What follows belongs to an exercise in optimizing a design on an open flow for small area, a short achievable clock period and few clock cycles; a production flow would make more cautious choices. In this exercise RTL edits were held to simulation tests only and were not proved equivalent to the original. The clock input has no modelled driver; a real chip could not lean on it and would need a root buffer or a full tree.

## S_Axi_Lite
module S_Axi_Lite #(
    parameter integer P_S_AXI_DATA_WIDTH = 32,
    parameter integer P_S_AXI_ADDR_WIDTH = 4
)
(
    input  wire                                S_AXI_ACLK,
    input  wire                                S_AXI_ARESETN,
    input  wire [P_S_AXI_ADDR_WIDTH-1 : 0]     S_AXI_AWADDR,
    input  wire [2 : 0]                        S_AXI_AWPROT,
    input  wire                                S_AXI_AWVALID,
    output wire                                S_AXI_AWREADY,
    input  wire [P_S_AXI_DATA_WIDTH-1 : 0]     S_AXI_WDATA,
    input  wire [(P_S_AXI_DATA_WIDTH/8)-1 : 0] S_AXI_WSTRB,
    input  wire                                S_AXI_WVALID,
    output wire                                S_AXI_WREADY,
    output wire [1 : 0]                        S_AXI_BRESP,
    output wire                                S_AXI_BVALID,
    input  wire                                S_AXI_BREADY,
    input  wire [P_S_AXI_ADDR_WIDTH-1 : 0]     S_AXI_ARADDR,
    input  wire [2 : 0]                        S_AXI_ARPROT,
    input  wire                                S_AXI_ARVALID,
    output wire                                S_AXI_ARREADY,
    output wire [P_S_AXI_DATA_WIDTH-1 : 0]     S_AXI_RDATA,
    output wire [1 : 0]                        S_AXI_RRESP,
    output wire                                S_AXI_RVALID,
    input  wire                                S_AXI_RREADY
);
Size in the first run: roughly 390 cells after synthesis, ~6200 um^2 of cells after synthesis.
==> module S_Axi_Lite, before the edit <==
module S_Axi_Lite #(
    parameter integer P_S_AXI_DATA_WIDTH = 32,
    parameter integer P_S_AXI_ADDR_WIDTH = 4
)
(
    input  wire                                S_AXI_ACLK,
    input  wire                                S_AXI_ARESETN,
    input  wire [P_S_AXI_ADDR_WIDTH-1 : 0]     S_AXI_AWADDR,
    input  wire [2 : 0]                        S_AXI_AWPROT,
    input  wire                                S_AXI_AWVALID,
    output wire                                S_AXI_AWREADY,
    input  wire [P_S_AXI_DATA_WIDTH-1 : 0]     S_AXI_WDATA,
    input  wire [(P_S_AXI_DATA_WIDTH/8)-1 : 0] S_AXI_WSTRB,
    input  wire                                S_AXI_WVALID,
    output wire                                S_AXI_WREADY,
    output wire [1 : 0]                        S_AXI_BRESP,
    output wire                                S_AXI_BVALID,
    input  wire                                S_AXI_BREADY,
    input  wire [P_S_AXI_ADDR_WIDTH-1 : 0]     S_AXI_ARADDR,
    input  wire [2 : 0]                        S_AXI_ARPROT,
    input  wire                                S_AXI_ARVALID,
    output wire                                S_AXI_ARREADY,
    output wire [P_S_AXI_DATA_WIDTH-1 : 0]     S_AXI_RDATA,
    output wire [1 : 0]                        S_AXI_RRESP,
    output wire                                S_AXI_RVALID,
    input  wire                                S_AXI_RREADY
);
localparam integer DW = P_S_AXI_DATA_WIDTH;
reg       wq_v0;
reg [3:0] wq_h0;
reg [1:0] wq_a1;
reg       r_bvalid, b2;
reg       r_awready, r_wready;
wire wq_v1 = ~r_awready;
wire aw_hs = S_AXI_AWVALID & r_awready;
wire w_hs  = S_AXI_WVALID  & r_wready;
wire b_hs  = r_bvalid      & S_AXI_BREADY;
wire wq_v0_n = wq_v1 | aw_hs | (wq_v0 & ~w_hs);
wire wq_v1_n = ~w_hs & (wq_v1 | (aw_hs & wq_v0));
wire b1_n    = b2 | w_hs | (r_bvalid & ~b_hs);
wire b2_n    = ~b_hs & (b2 | (r_bvalid & w_hs));
wire wq_ld   = ~wq_v0 | w_hs;              
always @(posedge S_AXI_ACLK) begin
    if (~S_AXI_ARESETN) begin
        wq_v0     <= 1'b0;
        r_awready <= 1'b1;
        r_wready  <= 1'b0;
        r_bvalid  <= 1'b0;
        b2        <= 1'b0;
    end else begin
        wq_v0     <= wq_v0_n;
        r_awready <= ~wq_v1_n;
        r_wready  <= wq_v0_n & ~b2_n;
        r_bvalid  <= b1_n;
        b2        <= b2_n;
    end
end
always @(posedge S_AXI_ACLK) begin
    if (r_awready)
        wq_a1 <= S_AXI_AWADDR[1:0];
    wq_h0 <= ({4{wq_ld}} & (4'b0001 << (wq_v1 ? wq_a1 : S_AXI_AWADDR[1:0]))) |
             ({4{~wq_ld}} & wq_h0);
end
reg [DW-1:0] r_reg0, r_reg1, r_reg2, r_reg3;
reg [3:0]    rv;
wire [3:0] we = {4{w_hs}} & wq_h0;
always @(posedge S_AXI_ACLK) begin
    if (~S_AXI_ARESETN)
        rv <= 4'd0;
    else
        rv <= rv | we;
end
always @(posedge S_AXI_ACLK) begin
    if (we[0]) r_reg0 <= S_AXI_WDATA;
    if (we[1]) r_reg1 <= S_AXI_WDATA;
    if (we[2]) r_reg2 <= S_AXI_WDATA;
    if (we[3]) r_reg3 <= S_AXI_WDATA;
end
reg       rq_v0;
reg [3:0] rq_h0;                           
reg [1:0] rq_a1;
reg       r_arready, r_rvalid;
reg [DW-1:0] r_rdata;
wire rq_v1 = ~r_arready;
wire ar_hs = S_AXI_ARVALID & r_arready;
wire r_adv = ~r_rvalid | S_AXI_RREADY;    
wire r_mv  = rq_v0 & r_adv;
wire rq_v0_n = rq_v1 | ar_hs | (rq_v0 & ~r_mv);
wire rq_v1_n = ~r_mv & (rq_v1 | (ar_hs & rq_v0));
wire rq_ld   = ~rq_v0 | r_mv;              
always @(posedge S_AXI_ACLK) begin
    if (~S_AXI_ARESETN) begin
        rq_v0     <= 1'b0;
        r_arready <= 1'b1;
        r_rvalid  <= 1'b0;
    end else begin
        rq_v0     <= rq_v0_n;
        r_arready <= ~rq_v1_n;
        r_rvalid  <= r_mv | ~r_adv;
    end
end
always @(posedge S_AXI_ACLK) begin
    if (r_arready)
        rq_a1 <= S_AXI_ARADDR[1:0];
    rq_h0 <= ({4{rq_ld}} & (4'b0001 << (rq_v1 ? rq_a1 : S_AXI_ARADDR[1:0]))) |
             ({4{~rq_ld}} & rq_h0);
end
wire [3:0] rsel = rv & rq_h0;
wire [3:0] rld  = rsel & {4{r_adv}};
wire       rhld = ~r_adv;
always @(posedge S_AXI_ACLK) begin
    r_rdata <= ({DW{rld[0]}} & r_reg0) | ({DW{rld[1]}} & r_reg1) |
               ({DW{rld[2]}} & r_reg2) | ({DW{rld[3]}} & r_reg3) |
               ({DW{rhld}}   & r_rdata);
end
assign S_AXI_AWREADY = r_awready;
assign S_AXI_WREADY  = r_wready;
assign S_AXI_BVALID  = r_bvalid;
assign S_AXI_BRESP   = 2'b00;
assign S_AXI_ARREADY = r_arready;
assign S_AXI_RVALID  = r_rvalid;
assign S_AXI_RDATA   = r_rdata;
assign S_AXI_RRESP   = 2'b00;
endmodule
Settings: LEC_CHECK=0, CAP_MARGIN=20, CORE_MARGIN=2, CORE_UTILIZATION=60, SETUP_SLACK_MARGIN=2.45, SLEW_MARGIN=20; clock period 4.0 ns.
standard.sh (not shown) runs the stock make flow with config.mk's settings and CLKGATE_MAP_FILE= SYNTH_SCRIPT=/design/flow/synth_recipe.tcl, a recipe that flattens the netlist after the stock synthesis.
==> flow/flow/run.sh <==
#!/bin/bash
# Own layout flow: the standard synthesis (standard.sh synth, unchanged),
# then the gates between the registers re-mapped for area (remap.sh; registers
# untouched, equivalence checked), then the standard layout steps with
# minimum-size port buffers and a balanced two-level clock tree: the clock
# port drives four buf_16, each driving two buf_12, each feeding an equal
# share of the registers, split by recursive bisection (mytree.tcl).
set -euo pipefail
W=$PWD
F=$W/flow
R=$W/orfs/results/sky130hd/S_Axi_Lite/base
mkdir -p "$W/remap"
bash standard.sh synth > "$W/synth.log" 2>&1
cp "$R/1_2_yosys.v" "$W/remap/std_synth.v"
bash "$F/remap.sh" "$W/remap/std_synth.v" "$W/remap/remapped.v" "$W/remap" > "$W/remap.log" 2>&1
cp "$W/remap/remapped.v" "$R/1_2_yosys.v"
rm -f "$R/1_synth.odb" "$R/1_synth.sdc"
export BUFFER_PORTS_ARGS="-buffer_cell sky130_fd_sc_hd__buf_1"
export PRE_CTS_TCL="$F/pre_cts.tcl"
bash standard.sh > "$W/layout.log" 2>&1
Other scripts of this flow, unchanged in this note and not shown: flow/flow/mytree.tcl, flow/flow/pre_cts.tcl, flow/flow/remap.sh, flow/flow/scripts.abc
Testbench counts at the start, summed over its fixed seeds: cycles 784.
Rerun with:
--- a/flow/design.v
+++ b/flow/design.v
@@ -26,10 +26,9 @@
     input  wire                                S_AXI_RREADY
 );
 localparam integer DW = P_S_AXI_DATA_WIDTH;
 reg       wq_v0;
-reg [3:0] wq_h0;
-reg [1:0] wq_a1;
+reg [1:0] wq_a0, wq_a1;
 reg       r_bvalid, b2;
 reg       r_awready, r_wready;
 wire wq_v1 = ~r_awready;
 wire aw_hs = S_AXI_AWVALID & r_awready;
@@ -38,9 +37,8 @@
 wire wq_v0_n = wq_v1 | aw_hs | (wq_v0 & ~w_hs);
 wire wq_v1_n = ~w_hs & (wq_v1 | (aw_hs & wq_v0));
 wire b1_n    = b2 | w_hs | (r_bvalid & ~b_hs);
 wire b2_n    = ~b_hs & (b2 | (r_bvalid & w_hs));
-wire wq_ld   = ~wq_v0 | w_hs;              
 always @(posedge S_AXI_ACLK) begin
     if (~S_AXI_ARESETN) begin
         wq_v0     <= 1'b0;
         r_awready <= 1'b1;
@@ -57,14 +55,14 @@
 end
 always @(posedge S_AXI_ACLK) begin
     if (r_awready)
         wq_a1 <= S_AXI_AWADDR[1:0];
-    wq_h0 <= ({4{wq_ld}} & (4'b0001 << (wq_v1 ? wq_a1 : S_AXI_AWADDR[1:0]))) |
-             ({4{~wq_ld}} & wq_h0);
+    if (~wq_v0 | w_hs)
+        wq_a0 <= wq_v1 ? wq_a1 : S_AXI_AWADDR[1:0];
 end
 reg [DW-1:0] r_reg0, r_reg1, r_reg2, r_reg3;
 reg [3:0]    rv;
-wire [3:0] we = {4{w_hs}} & wq_h0;
+wire [3:0] we = {4{w_hs}} & {wq_a0 == 2'd3, wq_a0 == 2'd2, wq_a0 == 2'd1, wq_a0 == 2'd0};
 always @(posedge S_AXI_ACLK) begin
     if (~S_AXI_ARESETN)
         rv <= 4'd0;
     else
@@ -76,19 +74,17 @@
     if (we[2]) r_reg2 <= S_AXI_WDATA;
     if (we[3]) r_reg3 <= S_AXI_WDATA;
 end
 reg       rq_v0;
-reg [3:0] rq_h0;                           
-reg [1:0] rq_a1;
+reg [1:0] rq_a0, rq_a1;
 reg       r_arready, r_rvalid;
 reg [DW-1:0] r_rdata;
 wire rq_v1 = ~r_arready;
 wire ar_hs = S_AXI_ARVALID & r_arready;
 wire r_adv = ~r_rvalid | S_AXI_RREADY;    
 wire r_mv  = rq_v0 & r_adv;
 wire rq_v0_n = rq_v1 | ar_hs | (rq_v0 & ~r_mv);
 wire rq_v1_n = ~r_mv & (rq_v1 | (ar_hs & rq_v0));
-wire rq_ld   = ~rq_v0 | r_mv;              
 always @(posedge S_AXI_ACLK) begin
     if (~S_AXI_ARESETN) begin
         rq_v0     <= 1'b0;
         r_arready <= 1'b1;
@@ -101,12 +97,12 @@
 end
 always @(posedge S_AXI_ACLK) begin
     if (r_arready)
         rq_a1 <= S_AXI_ARADDR[1:0];
-    rq_h0 <= ({4{rq_ld}} & (4'b0001 << (rq_v1 ? rq_a1 : S_AXI_ARADDR[1:0]))) |
-             ({4{~rq_ld}} & rq_h0);
+    if (~rq_v0 | r_mv)
+        rq_a0 <= rq_v1 ? rq_a1 : S_AXI_ARADDR[1:0];
 end
-wire [3:0] rsel = rv & rq_h0;
+wire [3:0] rsel = rv & {rq_a0 == 2'd3, rq_a0 == 2'd2, rq_a0 == 2'd1, rq_a0 == 2'd0};
 wire [3:0] rld  = rsel & {4{r_adv}};
 wire       rhld = ~r_adv;
 always @(posedge S_AXI_ACLK) begin
     r_rdata <= ({DW{rld[0]}} & r_reg0) | ({DW{rld[1]}} & r_reg1) |
The changed run finished clean.
Routed wire length rose by 33%.
Register-to-register slack got worse by 0.15 ns.
Maximum frequency fell by 8.4%.
Sequential cell count fell by 4.
Worst setup slack got worse by 0.14 ns.
Final cell count rose by about 6%.
Final area rose by 15%.
First-iteration DRC count rose by 39%.
Testbench counts after the change, summed over its fixed seeds: cycles 784.
No run of this note takes its clock network from TritonCTS; it comes from the design's own scripts or RTL.

re-timing with driven ports:
In the flow no input, the clock included, has a driving cell. The finished layouts below were timed again as built, in two steps.
Step 1 assumes that a clkbuf_16 drives the clock port and a buf_2 every other input.
Step 2, shift: input delay + t, output delay - t, t = (earliest + latest rising clock arrival at the registers) / 2. This alone moves slack from input paths to output paths.
Three values: ideal, step 1, step 2; two values: the first two.
| run | t, ns | setup WS [ns] | worst slew at a driven data input, ns |
|---|---|---|---|
| the first run | 0.336 | 2.475 / 2.367 / 2.244 | 0.05 |
| the second run | 0.338 | 2.334 / 2.311 / 2.055 | 0.06 |
After both steps setup and hold are still met in every run listed. The setup slack of the second run, which loses most, moves by -0.023 ns with the drivers and by -0.279 ns with both steps.
